Background: an optimization exercise with open tools, aiming at small area, a short achievable clock period and few clock cycles. Do not read the settings as production practice.
In this exercise RTL edits were held to simulation tests only and were not proved equivalent to the original.

--- flow/run.sh ---
#!/bin/bash
# synth_recipe.tcl (not shown) runs the flow's synth.tcl, then flattens the netlist and writes it again
# the make line also repeats each setting of config.mk as NAME=value (left out here)
make -C /OpenROAD-flow-scripts/flow DESIGN_CONFIG=/design/flow/config.mk WORK_HOME=/design/flow/orfs CLKGATE_MAP_FILE= SYNTH_SCRIPT=/design/flow/synth_recipe.tcl finish
--- flow/constraint.sdc ---
create_clock -name core_clock -period 7.0 [get_ports {clk}]
set_input_delay 1.4000 -clock core_clock [delete_from_list [all_inputs] [get_ports {clk}]]
set_output_delay 1.4000 -clock core_clock [all_outputs]
set_load 0.01 [all_outputs]
--- flow/config.mk ---
export PLATFORM = sky130hd
export DESIGN_NAME = shake_core
export DESIGN_NICKNAME = shake_core
export VERILOG_FILES = /design/flow/design.v
export SDC_FILE = /design/flow/constraint.sdc
export NUM_CORES = 4
export LEC_CHECK = 0
export CAP_MARGIN = 20
export CORE_MARGIN = 2
export CORE_UTILIZATION = 58
export CTS_CLUSTER_DIAMETER = 60
export CTS_CLUSTER_SIZE = 30
export PLACE_DENSITY = 0.7
export SETUP_SLACK_MARGIN = 3.7
export SLEW_MARGIN = 20
export SYNTH_HIERARCHICAL = 1
--- flow/design.v ---
module keccak_theta_c (
    input  [1599:0] s,
    output [319:0]  c
);
    genvar i;
    generate
        for (i = 0; i < 320; i = i + 1) begin : gc
            wire t0, t1, t2;
            keccak_g_xor2 u0 (.a(s[i]),       .b(s[i+320]),  .y(t0));
            keccak_g_xor2 u1 (.a(s[i+640]),   .b(s[i+960]),  .y(t1));
            keccak_g_xor2 u2 (.a(t0),         .b(t1),        .y(t2));
            keccak_g_xor2 u3 (.a(t2),         .b(s[i+1280]), .y(c[i]));
        end
    endgenerate
endmodule
module keccak_theta_d (
    input  [319:0] c,
    output [319:0] d
);
    genvar x, z;
    generate
        for (x = 0; x < 5; x = x + 1) begin : gx
            for (z = 0; z < 64; z = z + 1) begin : gz
                keccak_g_xor2 u (.a(c[64*((x+4)%5) + z]), .b(c[64*((x+1)%5) + (z+63)%64]),
                                 .y(d[64*x + z]));
            end
        end
    endgenerate
endmodule
module keccak_theta_rho_pi (
    input  [1599:0] s,
    input  [319:0]  d,
    output [1599:0] b
);
    function integer rho_of(input integer i);
        case (i)
            0:  rho_of = 0;   1:  rho_of = 1;   2:  rho_of = 62;  3:  rho_of = 28;  4:  rho_of = 27;
            5:  rho_of = 36;  6:  rho_of = 44;  7:  rho_of = 6;   8:  rho_of = 55;  9:  rho_of = 20;
            10: rho_of = 3;   11: rho_of = 10;  12: rho_of = 43;  13: rho_of = 25;  14: rho_of = 39;
            15: rho_of = 41;  16: rho_of = 45;  17: rho_of = 15;  18: rho_of = 21;  19: rho_of = 8;
            20: rho_of = 18;  21: rho_of = 2;   22: rho_of = 61;  23: rho_of = 56;  default: rho_of = 14;
        endcase
    endfunction
    genvar x, y, z;
    generate
        for (y = 0; y < 5; y = y + 1) begin : gy
            for (x = 0; x < 5; x = x + 1) begin : gx
                for (z = 0; z < 64; z = z + 1) begin : gz
                    keccak_g_xor2 u (.a(s[64*(x+5*y) + z]), .b(d[64*x + z]),
                        .y(b[64*(y + 5*((2*x+3*y)%5)) + (z + rho_of(x+5*y))%64]));
                end
            end
        end
    endgenerate
endmodule
module keccak_g_xor2 (input a, b, output y);
    assign y = a ^ b;
endmodule
module keccak_g_inv (input a, output y);
    assign y = ~a;
endmodule
module keccak_g_nand3 (input a, b, c, output y);
    assign y = ~(a & b & c);
endmodule
module keccak_g_xnor2 (input a, b, output y);
    assign y = ~(a ^ b);
endmodule
module keccak_g_ao22 (input a1, a2, b1, b2, output y);
    assign y = (a1 & a2) | (b1 & b2);
endmodule
module keccak_g_aoi32 (input a1, a2, a3, b1, b2, output y);
    assign y = ~((a1 & a2 & a3) | (b1 & b2));
endmodule
module keccak_g_aoi31 (input a1, a2, a3, b1, output y);
    assign y = ~((a1 & a2 & a3) | b1);
endmodule
module keccak_bit (
    input  b0, nb1, b2, s, perm, hold, en, w,
    output d
);
    wire m, nn;
    keccak_g_ao22  u_m (.a1(perm), .a2(b0), .b1(hold), .b2(s), .y(m));
    keccak_g_aoi32 u_n (.a1(perm), .a2(nb1), .a3(b2), .b1(en), .b2(w), .y(nn));
    keccak_g_xnor2 u_d (.a(m), .b(nn), .y(d));
endmodule
module keccak_bit_k (
    input  b0, nb1, b2, s, perm, hold, en, w, k,
    output d
);
    wire m, nn, t;
    keccak_g_ao22  u_m (.a1(perm), .a2(b0), .b1(hold), .b2(s), .y(m));
    keccak_g_aoi32 u_n (.a1(perm), .a2(nb1), .a3(b2), .b1(en), .b2(w), .y(nn));
    keccak_g_xnor2 u_t (.a(m), .b(nn), .y(t));
    keccak_g_xor2  u_d (.a(t), .b(k), .y(d));
endmodule
module keccak_bit_x (
    input  b0, nb1, b2, s, perm, hold, x,
    output d
);
    wire m, nn;
    keccak_g_ao22  u_m (.a1(perm), .a2(b0), .b1(hold), .b2(s), .y(m));
    keccak_g_aoi31 u_n (.a1(perm), .a2(nb1), .a3(b2), .b1(x), .y(nn));
    keccak_g_xnor2 u_d (.a(m), .b(nn), .y(d));
endmodule
module keccak_bit_xk (
    input  b0, nb1, b2, s, perm, hold, x, k,
    output d
);
    wire m, nn, t;
    keccak_g_ao22  u_m (.a1(perm), .a2(b0), .b1(hold), .b2(s), .y(m));
    keccak_g_aoi31 u_n (.a1(perm), .a2(nb1), .a3(b2), .b1(x), .y(nn));
    keccak_g_xnor2 u_t (.a(m), .b(nn), .y(t));
    keccak_g_xor2  u_d (.a(t), .b(k), .y(d));
endmodule
module keccak_bit_cap (
    input  b0, nb1, b2, s, perm, hold,
    output d
);
    wire m, nn;
    keccak_g_ao22  u_m (.a1(perm), .a2(b0), .b1(hold), .b2(s), .y(m));
    keccak_g_nand3 u_n (.a(perm), .b(nb1), .c(b2), .y(nn));
    keccak_g_xnor2 u_d (.a(m), .b(nn), .y(d));
endmodule
module keccak_next (
    input  [1599:0] s,
    input  [1599:0] b,
    input           perm,
    input           hold,
    input  [20:0]   en,
    input  [63:0]   w,
    input  [1599:0] xs,      
    input  [1599:0] k,       
    output [1599:0] d
);
    wire [1599:0] nb;
    genvar x, y, z;
    generate
        for (z = 0; z < 1600; z = z + 1) begin : gi
            keccak_g_inv u (.a(b[z]), .y(nb[z]));
        end
        for (y = 0; y < 5; y = y + 1) begin : gy
            for (x = 0; x < 5; x = x + 1) begin : gx
                for (z = 0; z < 64; z = z + 1) begin : gz
                    localparam integer P  = 64*(x+5*y) + z;
                    localparam integer P1 = 64*((x+1)%5+5*y) + z;
                    localparam integer P2 = 64*((x+2)%5+5*y) + z;
                    localparam integer L  = x+5*y;
                    localparam KBIT = (L == 0 && (z < 5 || z == 7 || z == 15 || z == 31 || z == 63));
                    localparam XBIT = (L >= 1 && L <= 20 && z < 5) || (L == 20 && z == 63);
                    if (KBIT) begin : gk
                        keccak_bit_k u (.b0(b[P]), .nb1(nb[P1]), .b2(b[P2]), .s(s[P]),
                                        .perm(perm), .hold(hold), .en(en[L]), .w(w[z]),
                                        .k(k[P]), .d(d[P]));
                    end else if (XBIT && L == 20 && z == 63) begin : gxk
                        keccak_bit_xk u (.b0(b[P]), .nb1(nb[P1]), .b2(b[P2]), .s(s[P]),
                                         .perm(perm), .hold(hold), .x(xs[P]), .k(k[P]), .d(d[P]));
                    end else if (XBIT) begin : gxb
                        keccak_bit_x u (.b0(b[P]), .nb1(nb[P1]), .b2(b[P2]), .s(s[P]),
                                        .perm(perm), .hold(hold), .x(xs[P]), .d(d[P]));
                    end else if (L < 21) begin : gr
                        keccak_bit u (.b0(b[P]), .nb1(nb[P1]), .b2(b[P2]), .s(s[P]),
                                      .perm(perm), .hold(hold), .en(en[L]), .w(w[z]), .d(d[P]));
                    end else begin : gc
                        keccak_bit_cap u (.b0(b[P]), .nb1(nb[P1]), .b2(b[P2]), .s(s[P]),
                                          .perm(perm), .hold(hold), .d(d[P]));
                    end
                end
            end
        end
    endgenerate
endmodule
module keccak_round (
    input  [1599:0] s,
    input           perm,
    input           hold,
    input  [20:0]   en,
    input  [63:0]   w,
    input  [1599:0] xs,
    input  [1599:0] k,
    output [1599:0] d
);
    wire [319:0]  c, dd;
    wire [1599:0] b;
    keccak_theta_c      u_c   (.s(s), .c(c));
    keccak_theta_d      u_d   (.c(c), .d(dd));
    keccak_theta_rho_pi u_rp  (.s(s), .d(dd), .b(b));
    keccak_next         u_nx  (.s(s), .b(b), .perm(perm), .hold(hold), .en(en), .w(w),
                               .xs(xs), .k(k), .d(d));
endmodule
module shake_core #(
    parameter integer RATE_BITS = 1344,
    parameter [7:0]   SUFFIX    = 8'h1F,
    parameter integer OUT_BITS  = 512
)(
    input               clk,
    input               reset,
    input               start,            
    input               in_valid,         
    input  [63:0]       in_data,          
    input               is_last,          
    input  [2:0]        byte_num,         
    output              ready,            
    output reg          out_valid,        
    output [OUT_BITS-1:0] out_data,       
    input               out_ready,        
    output reg          done              
);
    localparam integer RATE_WORDS = RATE_BITS / 64;
    reg        absorb;       
    reg        perm;         
    reg [4:0]  round;        
    reg [4:0]  word_cnt;     
    reg        final_perm;   
    reg        pad_pend;     
    reg        fresh;        
    reg [1599:0] st;
    assign ready    = absorb;
    assign out_data = st[OUT_BITS-1:0];
    wire accept    = absorb && in_valid;
    wire take      = (!absorb && !perm && !out_valid) && start;
    wire last_rnd  = (round == 5'd23);
    wire full_last = is_last && (word_cnt == RATE_WORDS-1) && (byte_num == 3'd7);
    reg [63:0] rc;
    always @(*) begin
        case (round)
            5'd0:  rc = 64'h0000000000000001;
            5'd1:  rc = 64'h0000000000008082;
            5'd2:  rc = 64'h800000000000808A;
            5'd3:  rc = 64'h8000000080008000;
            5'd4:  rc = 64'h000000000000808B;
            5'd5:  rc = 64'h0000000080000001;
            5'd6:  rc = 64'h8000000080008081;
            5'd7:  rc = 64'h8000000000008009;
            5'd8:  rc = 64'h000000000000008A;
            5'd9:  rc = 64'h0000000000000088;
            5'd10: rc = 64'h0000000080008009;
            5'd11: rc = 64'h000000008000000A;
            5'd12: rc = 64'h000000008000808B;
            5'd13: rc = 64'h800000000000008B;
            5'd14: rc = 64'h8000000000008089;
            5'd15: rc = 64'h8000000000008003;
            5'd16: rc = 64'h8000000000008002;
            5'd17: rc = 64'h8000000000000080;
            5'd18: rc = 64'h000000000000800A;
            5'd19: rc = 64'h800000008000000A;
            5'd20: rc = 64'h8000000080008081;
            5'd21: rc = 64'h8000000000008080;
            5'd22: rc = 64'h0000000080000001;
            5'd23: rc = 64'h8000000080008008;
            default: rc = 64'h0;
        endcase
        if (last_rnd && pad_pend)
            rc[7:0] = rc[7:0] ^ SUFFIX;
    end
    reg [7:0]  keep;
    reg [8:0]  sfx;
    reg [63:0] w;
    integer k;
    always @(*) begin
        for (k = 0; k < 8; k = k + 1)
            keep[k] = !is_last || (byte_num >= k);
        sfx[0] = 1'b0;
        for (k = 1; k < 9; k = k + 1)
            sfx[k] = is_last && (byte_num == k - 1);
        for (k = 0; k < 8; k = k + 1)
            w[8*k +: 8] = (in_data[8*k +: 8] & {8{keep[k]}})
                        | (sfx[k] ? SUFFIX : 8'h00);
    end
    reg [RATE_WORDS-1:0] en;
    integer i;
    always @(*)
        for (i = 0; i < RATE_WORDS; i = i + 1)
            en[i] = accept && (word_cnt == i);
    reg [1599:0] xs, kk;
    always @(*) begin
        xs = 1600'd0;
        kk = 1600'd0;
        for (i = 1; i < RATE_WORDS; i = i + 1)
            for (k = 0; k < 5; k = k + 1)
                xs[64*i + k] = (en[i] && w[k]) ^ (en[i-1] && sfx[8] && SUFFIX[k]);
        xs[RATE_BITS-1] = (en[RATE_WORDS-1] && w[63]) ^ (accept && is_last && !full_last);
        kk[63:0] = perm ? rc : 64'd0;
        kk[RATE_BITS-1] = perm && last_rnd && pad_pend;
    end
    wire hold = !perm && !fresh;
    wire [1599:0] st_next;
    keccak_round rnd (.s(st), .perm(perm), .hold(hold), .en(en), .w(w),
                      .xs(xs), .k(kk), .d(st_next));
    always @(posedge clk)
        st <= st_next;
    always @(posedge clk or posedge reset) begin
        if (reset) begin
            absorb     <= 1'b0;
            perm       <= 1'b0;
            round      <= 5'd0;
            word_cnt   <= 5'd0;
            final_perm <= 1'b0;
            pad_pend   <= 1'b0;
            out_valid  <= 1'b0;
            done       <= 1'b0;
            fresh      <= 1'b0;
        end else begin
            fresh <= take;
            if (take) begin
                absorb     <= 1'b1;
                done       <= 1'b0;
                word_cnt   <= 5'd0;
                final_perm <= 1'b0;
                pad_pend   <= 1'b0;
            end
            if (accept) begin
                word_cnt <= (word_cnt == RATE_WORDS-1) ? 5'd0 : word_cnt + 1'b1;
                if (is_last || word_cnt == RATE_WORDS-1) begin
                    absorb <= 1'b0;
                    perm   <= 1'b1;
                    round  <= 5'd0;
                end
                if (is_last) begin
                    if (full_last) pad_pend   <= 1'b1;
                    else           final_perm <= 1'b1;
                end
            end
            if (perm) begin
                round <= round + 1'b1;
                if (last_rnd) begin
                    round <= 5'd0;
                    if (pad_pend) begin
                        pad_pend   <= 1'b0;
                        final_perm <= 1'b1;
                    end else begin
                        perm <= 1'b0;
                        if (final_perm) out_valid <= 1'b1;
                        else            absorb    <= 1'b1;
                    end
                end
            end
            if (out_valid && out_ready) begin
                out_valid <= 1'b0;
                done      <= 1'b1;
            end
        end
    end
endmodule
==> results_dict.tcl, run 1 <==
set metrics [dict create \
    row_count 163 \
    status "aborted with a tool error" \
    pin_count 588 \
    grt_usage 0.767 \
    firstError "[ERROR GRT-0116] Global routing finished with congestion. Check the congestion regions in the DRC Viewer." \
    numCtsBuffers 159 \
    grt_max_degree 277 \
    clock_sinks 1617 \
    grt_pass1_vias 111217 \
    place_inst 15338 \
    placed_area_um2 125000 \
    die_w_um 448 \
    root_buffer "clkbuf_16" \
    syn_avg_cell_area_um2 9.34 \
    grt_overflow 24 \
    clockBufferDepth 3 \
    synth_area_um2 114000 \
    stop_stage "5_1_grt" \
    synthesis.instances 12254 \
    place_congestion 1.29 \
    fp.dieH_um 448 \
    ctsHoldBuffers 0 \
    synthesis.nets 12339 \
    pre_cts_slack_ns 1.97 \
    yosysWarnings 7 \
    grt_first_pass_wirelength_mm 1050 \
    port_buffers 587 \
    start_util 0.582 \
    cts_htree_levels 4 \
    dp_hpwl_mm 601 \
]
timing repair:
action,CTS
buffers inserted,64
resized for setup,1328
setup endpoints to repair,1828
cloned,2
pin swaps,24
how the worst min path moves through the flow:
stage	slack (ns)	cells past startpoint	endpoint	from
after floorplan	0.47	1	absorb	final_perm
after global placement	0.48	1	absorb	final_perm
after detailed placement	0.50	1	absorb	final_perm
after CTS	0.51	1	absorb	final_perm
routing by layer:
metal	track usage	GRT overflow
met2	0.903	11
met5	0.322	0
met1	0.784	1
met3	0.635	1
met4	0.745	11
Testbench counts, summed over its fixed seeds: cycles 5,645.
==> inputs of run 2 (changes only) <==
--- a/flow/config.mk
+++ b/flow/config.mk
@@ -7,10 +7,10 @@
 export LEC_CHECK = 0
 export CAP_MARGIN = 20
 export CORE_MARGIN = 2
-export CORE_UTILIZATION = 58
+export CORE_UTILIZATION = 50
 export CTS_CLUSTER_DIAMETER = 60
 export CTS_CLUSTER_SIZE = 30
-export PLACE_DENSITY = 0.7
-export SETUP_SLACK_MARGIN = 3.7
+export PLACE_DENSITY = 0.65
+export SETUP_SLACK_MARGIN = 3.2
 export SLEW_MARGIN = 20
 export SYNTH_HIERARCHICAL = 1
==> results_dict.tcl, run 2 <==
set metrics [dict create \
    max_freq_mhz 226 \
    drv_slew 15 \
    synthesis.instances 12254 \
    check.faults "max-capacitance violations, max-slew violations" \
    grt_pass1_vias 104730 \
    drt_iter0_markers 31252 \
    synth_area_um2 114000 \
    vias_per_cell 7.55 \
    busiest_layer "met2" \
    design_area_um2 134000 \
    crit_type "flip-flop to flip-flop" \
    ff2ff_setup_slack_ns 2.58 \
    cts_tree "done" \
    post-route-period-util 0.631 \
    crit_required_ns 7.78 \
    tightest_slew_ns 1.65 \
    layout_min_cycle_time_ns 4.42 \
    grt_first_pass_wirelength_mm 1030 \
    top_register "st" \
    final_cell_mix "xor2_1 (2,828), xnor2_1 (1,681), inv_1 (1,617)" \
    synthesis.nets 12339 \
    nNetsFinal 12961 \
    root_buffer "clkbuf_16" \
    pin_count 588 \
    cts_htree_levels 4 \
    clock_sinks 1617 \
    instances_no_fill 16156 \
    place_inst 15704 \
    final-hold-violation-count 0 \
    wl_per_cell_um 50.7 \
    pre_cts_slack_ns 2.17 \
    design.die.area_um2 233000 \
    clkTransAtPathRegs_ns 0.07 \
    end_kind "flip-flop" \
    drive_gt1_frac 0.0925 \
    cp.arrival_ns 5.20 \
    port_buffers 587 \
    drc_errors 0 \
    numCtsBuffers 167 \
    cp_slowest_stage_delay_ns 1.14 \
    final_common_cell "xor2_1" \
    setup_viol_count_final 0 \
    grtUsageMet3 0.465 \
    die_w_um 482 \
    routed-via-count 122057 \
    grt_usage 0.667 \
    max-slew-margin-rel -0.101 \
    fin_skew_ns 0.0523 \
    crit_top_cell "xor2_1" \
    antenna_found_initial 87 \
    clockBufferDepth 3 \
    largest_register_ffs 1600 \
    grt_max_degree 242 \
    crit_slowest_cell "xor2_2" \
    worstSetupStartpointType "flip-flop" \
    layout_setup_ws_ns 2.58 \
    syn_to_final_growth_pct 17.3 \
    postRouteAntennaNets 0 \
    core_um2 227000 \
    grt_overflow 0 \
    drv_cap 3 \
    dr.pass1.iters 14 \
    dp_hpwl_mm 645 \
    grt_use_met1 0.704 \
    crit_fanout 5 \
    worstSkewPairLatency_ns 0.91 \
    rsz0062_at_grt "yes" \
    grt_use_met2 0.831 \
    min_path_type "flip-flop to flip-flop" \
    row_count 175 \
    fin_setup_tns_ns 0 \
    fp.dieH_um 482 \
    crit_chain "xor2_1 > xor2_1 > xor2_1 > xor2_1 > xor2_2 > inv_1 > a32oi_1 > xnor2_1" \
    largestRegisters "st (1600), round (5), word_cnt (5)" \
    status "failed layout checks" \
    yosysWarnings 7 \
    start_util 0.503 \
    drt-total-wl_mm 819 \
    placed_area_um2 126000 \
    place_congestion 1.24 \
    syn_avg_cell_area_um2 9.34 \
]
run 2: final timing paths:
path / startpoint / to / cells past startpoint
max: st[235] / st[819] / 8
max reg2reg: st[235] / st[819] / 8
min in group asynchronous: reset / out_valid / 2
min: final_perm / absorb / 1
min reg2reg: final_perm / absorb / 1
max in group asynchronous: reset / perm / 2
run 2: metrics by stage:
step / utilization / hold slack, ns
after global placement: 0.551 / 0.475
after global routing: 0.589 / 0.505
after detailed placement: 0.554 / 0.485
final: 0.590 / 0.500
after floorplan: - / 0.465
after CTS: 0.581 / 0.496
run 2: metal layers:
| layer | wire length, um | part of all wire |
|---|---|---|
| met1 | 257000 | 0.31 |
| met2 | 289000 | 0.35 |
| met3 | 160000 | 0.20 |
| met4 | 110000 | 0.13 |
| met5 | 3270 | 0.0040 |
run 2: what timing repair did:
item	CTS	global route
endpoints found under the setup margin	197	370
pin swaps	1	1
gates resized for setup	27	109
buffers inserted	3	3
hold buffers	0	0
run 2: worst max-delay path, delay by kind of cell (launching register included):
| family | cells | cell delay [ns] |
|---|---|---|
| xor+xnor | 6 | 3.30 |
| buf+inv | 1 | 0.12 |
| flops | 1 | 0.59 |
| compound gates | 1 | 0.27 |
run 2: final cells by class:
class / count / area [um^2]
diodes: 125 / 313
clock buffers: 199 / 4560
clock inverters: 116 / 1440
fillers: 19857 / 93300
inverters: 1617 / 6070
multi-input cells: 8464 / 75900
flip-flops and latches: 1617 / 32500
well taps: 3009 / 3760
repair buffers: 1009 / 9650
==> inputs of run 3 (changes only) <==
==> flow/config.mk (replaced) <==
export PLATFORM = sky130hd
export DESIGN_NAME = shake_core
export DESIGN_NICKNAME = shake_core
export VERILOG_FILES = /design/flow/design.v
export SDC_FILE = /design/flow/constraint.sdc
export NUM_CORES = 4
export LEC_CHECK = 0
export CAP_MARGIN = 40
export CORE_MARGIN = 2
export CORE_UTILIZATION = 42
export CTS_CLUSTER_DIAMETER = 60
export CTS_CLUSTER_SIZE = 30
export PLACE_DENSITY = 0.6
export SETUP_SLACK_MARGIN = 3.5
export SLEW_MARGIN = 40
export SYNTH_HIERARCHICAL = 1
==> results_dict.tcl, run 3 <==
set metrics [dict create \
    grtUsageMet3 0.363 \
    crit_slowest_cell "xor2_1" \
    design.die.area_um2 277000 \
    drive_gt1_frac 0.166 \
    post-route-period-util 0.541 \
    place_congestion 1.19 \
    crit_type "flip-flop to flip-flop" \
    drv_slew 0 \
    setup_viol_count_final 0 \
    placed_area_um2 133000 \
    syn_avg_cell_area_um2 9.34 \
    ctsHoldBuffers 0 \
    cts_tree "done" \
    crit_fanout 5 \
    synthesis.nets 12339 \
    design_area_um2 144000 \
    wl_per_cell_um 51.8 \
    dp_hpwl_mm 699 \
    crit_required_ns 7.82 \
    grt_use_met2 0.762 \
    worstSkewPairLatency_ns 0.98 \
    tightest_slew_ns 1.14 \
    syn_to_final_growth_pct 25.9 \
    final_common_cell "xor2_1" \
    grt_overflow 0 \
    crit_top_cell "xor2_1" \
    yosysWarnings 7 \
    status "complete, no violations" \
    largest_register_ffs 1600 \
    routed-via-count 119038 \
    end_kind "flip-flop" \
    root_buffer "clkbuf_16" \
    whs_ns 0.524 \
    cp.arrival_ns 4.61 \
    layout_min_cycle_time_ns 3.79 \
    rsz0062_at_grt "yes" \
    grt_max_degree 207 \
    synth_area_um2 114000 \
    pin_count 588 \
    grt_pass1_vias 103328 \
    max-slew-margin-rel 0.238 \
    row_count 191 \
    clkTransAtPathRegs_ns 0.08 \
    clock_sinks 1617 \
    antenna_found_initial 102 \
    clockBufferDepth 4 \
    vias_per_cell 7.05 \
    synthesis.instances 12254 \
    final_cell_mix "xor2_1 (2,276), xnor2_1 (1,681), inv_1 (1,616)" \
    dr.pass1.iters 14 \
    die_w_um 526 \
    top_register "st" \
    numCtsBuffers 195 \
    crit_chain "xor2_1 > xor2_1 > xor2_1 > xor2_2 > xor2_4 > inv_1 > a32oi_1 > xnor2_1" \
    cts_htree_levels 4 \
    drt_iter0_markers 26372 \
    port_buffers 587 \
    grt_first_pass_wirelength_mm 1090 \
    min_path_type "flip-flop to flip-flop" \
    postRouteAntennaNets 0 \
    fin_setup_tns_ns 0 \
    cp_slowest_stage_delay_ns 0.77 \
    busiest_layer "met2" \
    drt-total-wl_mm 876 \
    worstSetupStartpointType "flip-flop" \
    core_um2 271000 \
    drv_cap 0 \
    grt_usage 0.600 \
    final-hold-violation-count 0 \
    start_util 0.422 \
    nNetsFinal 13102 \
    max_freq_mhz 264 \
    fin_skew_ns 0.0432 \
    fp.dieH_um 526 \
    drc_errors 0 \
    grt_use_met1 0.664 \
    largestRegisters "st (1600), round (5), word_cnt (5)" \
]
-- run 3: cell types whose count changed in the layout (fill, tap and decap cells not counted), moves of 11 or more --
cell / before / now
dlygate4sd2_1: 0 / 14
inv_6: 25 / 36
buf_6: 2 / 13
dfxtp_1: 1599 / 1356
xor2_1: 2828 / 2276
buf_4: 373 / 432
clkdlybuf4s50_1: 584 / 563
xor2_2: 303 / 652
xor2_4: 80 / 283
dfxtp_2: 1 / 227
buf_12: 41 / 64
clkbuf_16: 170 / 201
dfxtp_4: 0 / 17
-- run 3: final cells by class --
class,count,area (um^2)
antenna,135,338
clock buffer,226,5230
clock inverter,138,1590
fill,24338,127000
inverter,1617,6070
multi-input combinational,8466,82500
sequential,1617,32800
tap,3570,4470
timing repair buffer,1120,11000
-- run 3: critical path, delay by kind of cell (launching register included) --
family | cells | cell delay (ns)
buf+inv | 1 | 0.11
flops | 1 | 0.50
xor+xnor | 6 | 2.72
compound gates | 1 | 0.29
-- run 3: timing repair --
action | in CTS | in global routing
endpoints found under the setup margin | 1107 | 415
cloned | 0 | 2
setup buffers | 14 | 22
resized for setup | 388 | 157
endpoints found under the hold margin | 0 | 0
pin swaps | 12 | 28
-- run 3: per-layer routing --
layer	routed length, um	up-vias
li1	-	43652
met1	291000	59164
met2	317000	12700
met3	155000	3470
met4	110000	52
met5	2550	-
-- run 3: final timing paths --
kind / endpoint / slack, ns / start / depth (start not counted)
worst min-delay path: absorb / 0.52 / final_perm / 1
worst max-delay path: st[1077] / 3.21 / st[363] / 8
worst min register to register: absorb / 0.52 / final_perm / 1
worst max register to register: st[1077] / 3.21 / st[363] / 8
max in group asynchronous: perm / 5.80 / reset / 2
min in group asynchronous: word_cnt[3] / 0.79 / reset / 2
-- run 3: per-stage QoR --
step,utilization,setup slack [ns],std cells
final,0.532,3.21,16889
after global routing,0.531,3.37,16770
after CTS,0.522,3.38,16724
after detailed placement,0.492,2.02,16346
after global placement,0.469,1.63,16327
after floorplan,-,-20.17,12254
==> inputs of run 4 (changes only) <==
--- a/flow/config.mk
+++ b/flow/config.mk
@@ -11,6 +11,6 @@
 export CTS_CLUSTER_DIAMETER = 60
 export CTS_CLUSTER_SIZE = 30
 export PLACE_DENSITY = 0.6
-export SETUP_SLACK_MARGIN = 3.5
+export SETUP_SLACK_MARGIN = 3.8
 export SLEW_MARGIN = 40
 export SYNTH_HIERARCHICAL = 1
==> results_dict.tcl, run 4 <==
set metrics [dict create \
    status "complete, no violations" \
    grt_usage 0.606 \
    cp_slowest_stage_delay_ns 0.62 \
    place_congestion 1.19 \
    synth_area_um2 114000 \
    post-route-period-util 0.506 \
    largestRegisters "st (1600), round (5), word_cnt (5)" \
    die_w_um 526 \
    crit_type "flip-flop to flip-flop" \
    wl_per_cell_um 51.7 \
    crit_required_ns 7.84 \
    fp.dieH_um 526 \
    fin_skew_ns 0.0423 \
    drive_gt1_frac 0.229 \
    ff2ff_setup_slack_ns 3.46 \
    drc_errors 0 \
    clockBufferDepth 4 \
    tightest_slew_ns 1.16 \
    crit_top_cell "xor2_1" \
    yosysWarnings 7 \
    antenna_found_initial 110 \
    drv_cap 0 \
    max_freq_mhz 283 \
    routed-via-count 120615 \
    drt_iter0_markers 25536 \
    worstSkewPairLatency_ns 0.98 \
    start_util 0.422 \
    worstSetupStartpointType "flip-flop" \
    final_cell_mix "xor2_1 (1,852), xnor2_1 (1,681), inv_1 (1,616)" \
    grt_pass1_vias 104945 \
    root_buffer "clkbuf_16" \
    crit_fanout 4 \
    synthesis.instances 12254 \
    grt_overflow 0 \
    design.die.area_um2 277000 \
    end_kind "flip-flop" \
    max-slew-margin-rel 0.226 \
    design_area_um2 154000 \
    numCtsBuffers 195 \
    layout_min_cycle_time_ns 3.54 \
    vias_per_cell 7.05 \
    postRouteAntennaNets 0 \
    final_common_cell "xor2_1" \
    core_um2 271000 \
    grt_max_degree 207 \
    cts_tree "done" \
    dr.pass1.iters 13 \
    row_count 191 \
    cts_htree_levels 4 \
    largest_register_ffs 1600 \
    place_inst 16346 \
    min_path_type "flip-flop to flip-flop" \
    postLayoutCoreUtil 0.570 \
    instances_no_fill 17116 \
    synthesis.nets 12339 \
    dp_hpwl_mm 699 \
    clkTransAtPathRegs_ns 0.07 \
    top_register "st" \
    drt-total-wl_mm 884 \
    crit_chain "xor2_1 > xor2_1 > xor2_1 > xor2_1 > buf_4 > xor2_2 > inv_1 > a32oi_1 > xnor2_1" \
    fin_setup_tns_ns 0 \
    cp.arrival_ns 4.38 \
    rsz0062_at_grt "yes" \
    placed_area_um2 133000 \
    setup_viol_count_final 0 \
    num-fill-cells 23364 \
    pin_count 588 \
    syn_to_final_growth_pct 34.9 \
    syn_avg_cell_area_um2 9.34 \
    nNetsFinal 13319 \
    whs_ns 0.506 \
    clock_sinks 1617 \
    grt_first_pass_wirelength_mm 1100 \
    drv_slew 0 \
    crit_slowest_cell "dfxtp_1" \
    final-hold-violation-count 0 \
    port_buffers 587 \
]
==> run 4: worst max-delay path: cells and delay by family, from the launching register on <==
kind	cells	cell delay (ns)
xor+xnor	6	2.11
flops	1	0.62
buf+inv	2	0.38
compound gates	1	0.29
==> run 4: cell type report <==
cell class,count,area (um^2),share of cell area
antenna,145,363,0.00235
multi-input combinational,8468,89200,0.577
tap,3570,4470,0.0289
clock inverter,138,1590,0.0103
timing repair buffer,1335,13800,0.0895
inverter,1617,6070,0.0393
sequential,1617,33700,0.218
clock buffer,226,5230,0.0339
==> run 4: routing by layer <==
| layer | track usage | routed length, um |
|---|---|---|
| met5 | 0.0291 | 2390 |
| met4 | 0.605 | 111000 |
| met3 | 0.379 | 160000 |
| met2 | 0.767 | 322000 |
| met1 | 0.666 | 289000 |
==> run 4: repair_timing <==
item | CTS | global route
buffers inserted | 109 | 141
setup endpoints to repair | 2036 | 1011
gates resized for setup | 1916 | 438
hold buffers | 0 | 0
pin swaps | 89 | 126
gates cloned | 3 | 2
==> run 4: worst paths after layout <==
kind | startpoint | to | cells after the start
max reg2reg | st[1030] | st[652] | 9
max | st[1030] | st[652] | 9
min in group asynchronous | reset | word_cnt[0] | 2
min reg2reg | final_perm | absorb | 1
min | final_perm | absorb | 1
max in group asynchronous | reset | perm | 2
==> run 4: through the flow <==
step	setup slack (ns)
CTS	3.55
floorplan	-20.17
detailed placement	2.02
finish	3.46
global placement	1.63
global route	3.61
==> inputs of run 5 (changes only) <==
==> flow/config.mk (replaced) <==
export PLATFORM = sky130hd
export DESIGN_NAME = shake_core
export DESIGN_NICKNAME = shake_core
export VERILOG_FILES = /design/flow/design.v
export SDC_FILE = /design/flow/constraint.sdc
export NUM_CORES = 4
export LEC_CHECK = 0
export CAP_MARGIN = 30
export CORE_MARGIN = 2
export CORE_UTILIZATION = 42
export CTS_CLUSTER_DIAMETER = 60
export CTS_CLUSTER_SIZE = 30
export PLACE_DENSITY = 0.6
export SETUP_SLACK_MARGIN = 4
export SLEW_MARGIN = 30
export SYNTH_HIERARCHICAL = 1
==> results_dict.tcl, run 5 <==
set metrics [dict create \
    status "complete, no violations" \
    worstSkewPairLatency_ns 0.99 \
    dr.pass1.iters 13 \
    synthesis.nets 12339 \
    rr_startpoint "st[514]" \
    max_freq_mhz 306 \
    root_buffer "clkbuf_16" \
    crit_fanout 16 \
    die_w_um 526 \
    largest_register_ffs 1600 \
    vias_per_cell 7.13 \
    drc_errors 0 \
    final_common_cell "xnor2_1" \
    syn_to_final_growth_pct 50.1 \
    top_register "st" \
    tightest_slew_ns 1.27 \
    clock_sinks 1617 \
    nNetsFinal 14208 \
    fin_skew_ns 0.0514 \
    ff2ff_setup_slack_ns 3.73 \
    final-hold-violation-count 0 \
    worstSetupStartpointType "input pin" \
    final_cell_mix "xnor2_1 (1,681), inv_1 (1,617), a22o_1 (1,603)" \
    drv_cap 0 \
    row_count 191 \
    cts_tree "done" \
    wl_per_cell_um 51.0 \
    postRouteAntennaNets 0 \
    end_kind "flip-flop" \
    clkTransAtPathRegs_ns 0.07 \
    dp_hpwl_mm 697 \
    crit_required_ns 7.87 \
    port_buffers 587 \
    hold_depth 1 \
    yosysWarnings 7 \
    clockBufferDepth 4 \
    min-delay-start "final_perm" \
    antenna_found_initial 130 \
    grt_pass1_vias 109624 \
    core_um2 271000 \
    largestRegisters "st (1600), round (5), word_cnt (5)" \
    drv_slew 0 \
    fin_setup_tns_ns 0 \
    crit_chain "clkdlybuf4s15_2 > nand2b_4 > buf_8 > and2_2 > buf_4 > a32oi_1 > xnor2_1" \
    min_path_type "flip-flop to flip-flop" \
    drt_iter0_markers 27634 \
    drive_gt1_frac 0.328 \
    crit_slowest_cell "clkdlybuf4s15_2" \
    rr_worst_depth 8 \
    cp.arrival_ns 4.13 \
    cp_slowest_stage_delay_ns 0.55 \
    whs_endpoint "absorb" \
    place_congestion 1.19 \
    synthesis.instances 12254 \
    cts_htree_levels 4 \
    design.die.area_um2 277000 \
    drt-total-wl_mm 917 \
    syn_avg_cell_area_um2 9.34 \
    layout_min_cycle_time_ns 3.27 \
    post-route-period-util 0.467 \
    grt_first_pass_wirelength_mm 1130 \
    max-slew-margin-rel 0.156 \
    instances_no_fill 18002 \
    setup_viol_count_final 0 \
    rsz0062_at_grt "yes" \
    r2r_end "st[1106]" \
    crit_type "input pin to flip-flop" \
    start_util 0.422 \
    routed-via-count 128282 \
    synth_area_um2 114000 \
    grt_usage 0.621 \
    numCtsBuffers 200 \
    pin_count 588 \
    grt_max_degree 207 \
    place_inst 16335 \
    whs_ns 0.530 \
    fp.dieH_um 526 \
    grt_overflow 0 \
]
==> run 5: area by class of cell <==
class	count	area (um^2)
Tap cell	3570	4470
Clock buffer	236	5390
Fill cell	21153	99200
Timing Repair Buffer	2210	24200
Sequential cell	1617	34200
Inverter	1617	6070
Antenna cell	144	360
Clock inverter	131	1590
Multi-Input combinational cell	8477	95500
==> run 5: worst max-delay path, delay by kind of cell <==
kind                   cells  cell delay, ns
AND/OR/NAND/NOR            2            0.86
XOR/XNOR                   1            0.33
AO/OA/AOI/OAI              1            0.17
buffers and inverters      3            1.29
==> run 5: how the worst max path moves through the flow <==
stage	end	from	slack (ns)
finish	st[38]	byte_num[2]	3.73
global route	st[1106]	st[514]	3.78
CTS	st[1265]	st[1036]	3.74
detailed placement	st[786]	byte_num[2]	1.81
global placement	st[1233]	byte_num[2]	1.63
floorplan	st[1]	perm	-20.17
==> run 5: what timing repair did <==
item / 4_1_cts / 5_1_grt
endpoints found under the hold margin: 0 / 0
pin swaps: 236 / 205
gates cloned: 5 / 14
setup buffers: 674 / 461
hold buffers: 0 / 0
endpoints found under the setup margin: 2113 / 1406
resized for setup: 4270 / 530
==> run 5: per-layer routing <==
layer  up-vias  routed length, um  track usage  part of all wire
met4        98             121000        0.620              0.13
met3      4573             170000        0.400              0.19
met1     63227             292000        0.672              0.32
met5         -               3710       0.0630            0.0040
met2     14902             331000        0.786              0.36
li1      45482                  -            -                 -
==> run 5: stage by stage <==
step                 util  worst slack, ns  instance area (um^2)
CTS                 0.593             3.74                161000
detailed placement  0.478             1.81                130000
finish              0.634             3.73                172000
global route        0.633             3.78                171000
global placement    0.469             1.63                127000
floorplan               -           -20.17                114000

separate check: timing with driven ports:
The results above use ideal ports. As a check the final layouts listed here were re-extracted and re-timed, cells and wires unchanged.
Step 1, drivers: a clkbuf_16 drives clk and a buf_2 each remaining input, both assumed.
Step 2 also shifts input and output timing later by t, the mid clock arrival at the registers, as if the neighbouring blocks saw the same clock.
a / b / c = ideal ports / drivers / drivers and shift; a / b = the first two.
| run | t, ns | slack for setup (ns) | worst register clock-pin slew, ns | worst data-port slew with drivers (ns) | pins driven straight from the clock port |
|---|---|---|---|---|---|
| run 2 | 0.998 | 2.580 / 2.580 / 2.106 | 0.09 / 0.09 | 0.08 | 1 |
| run 3 | 1.074 | 3.211 / 3.211 / 2.344 | 0.09 / 0.09 | 0.11 | 1 |
| run 4 | 1.076 | 3.461 / 3.461 / 2.557 | 0.09 / 0.09 | 0.11 | 1 |
| run 5 | 1.082 | 3.731 / 3.734 / 2.741 | 0.08 / 0.08 | 0.15 | 1 |
The setup slack of run 5, which loses most, moves by +0.003 ns with the drivers and by -0.990 ns with both steps.
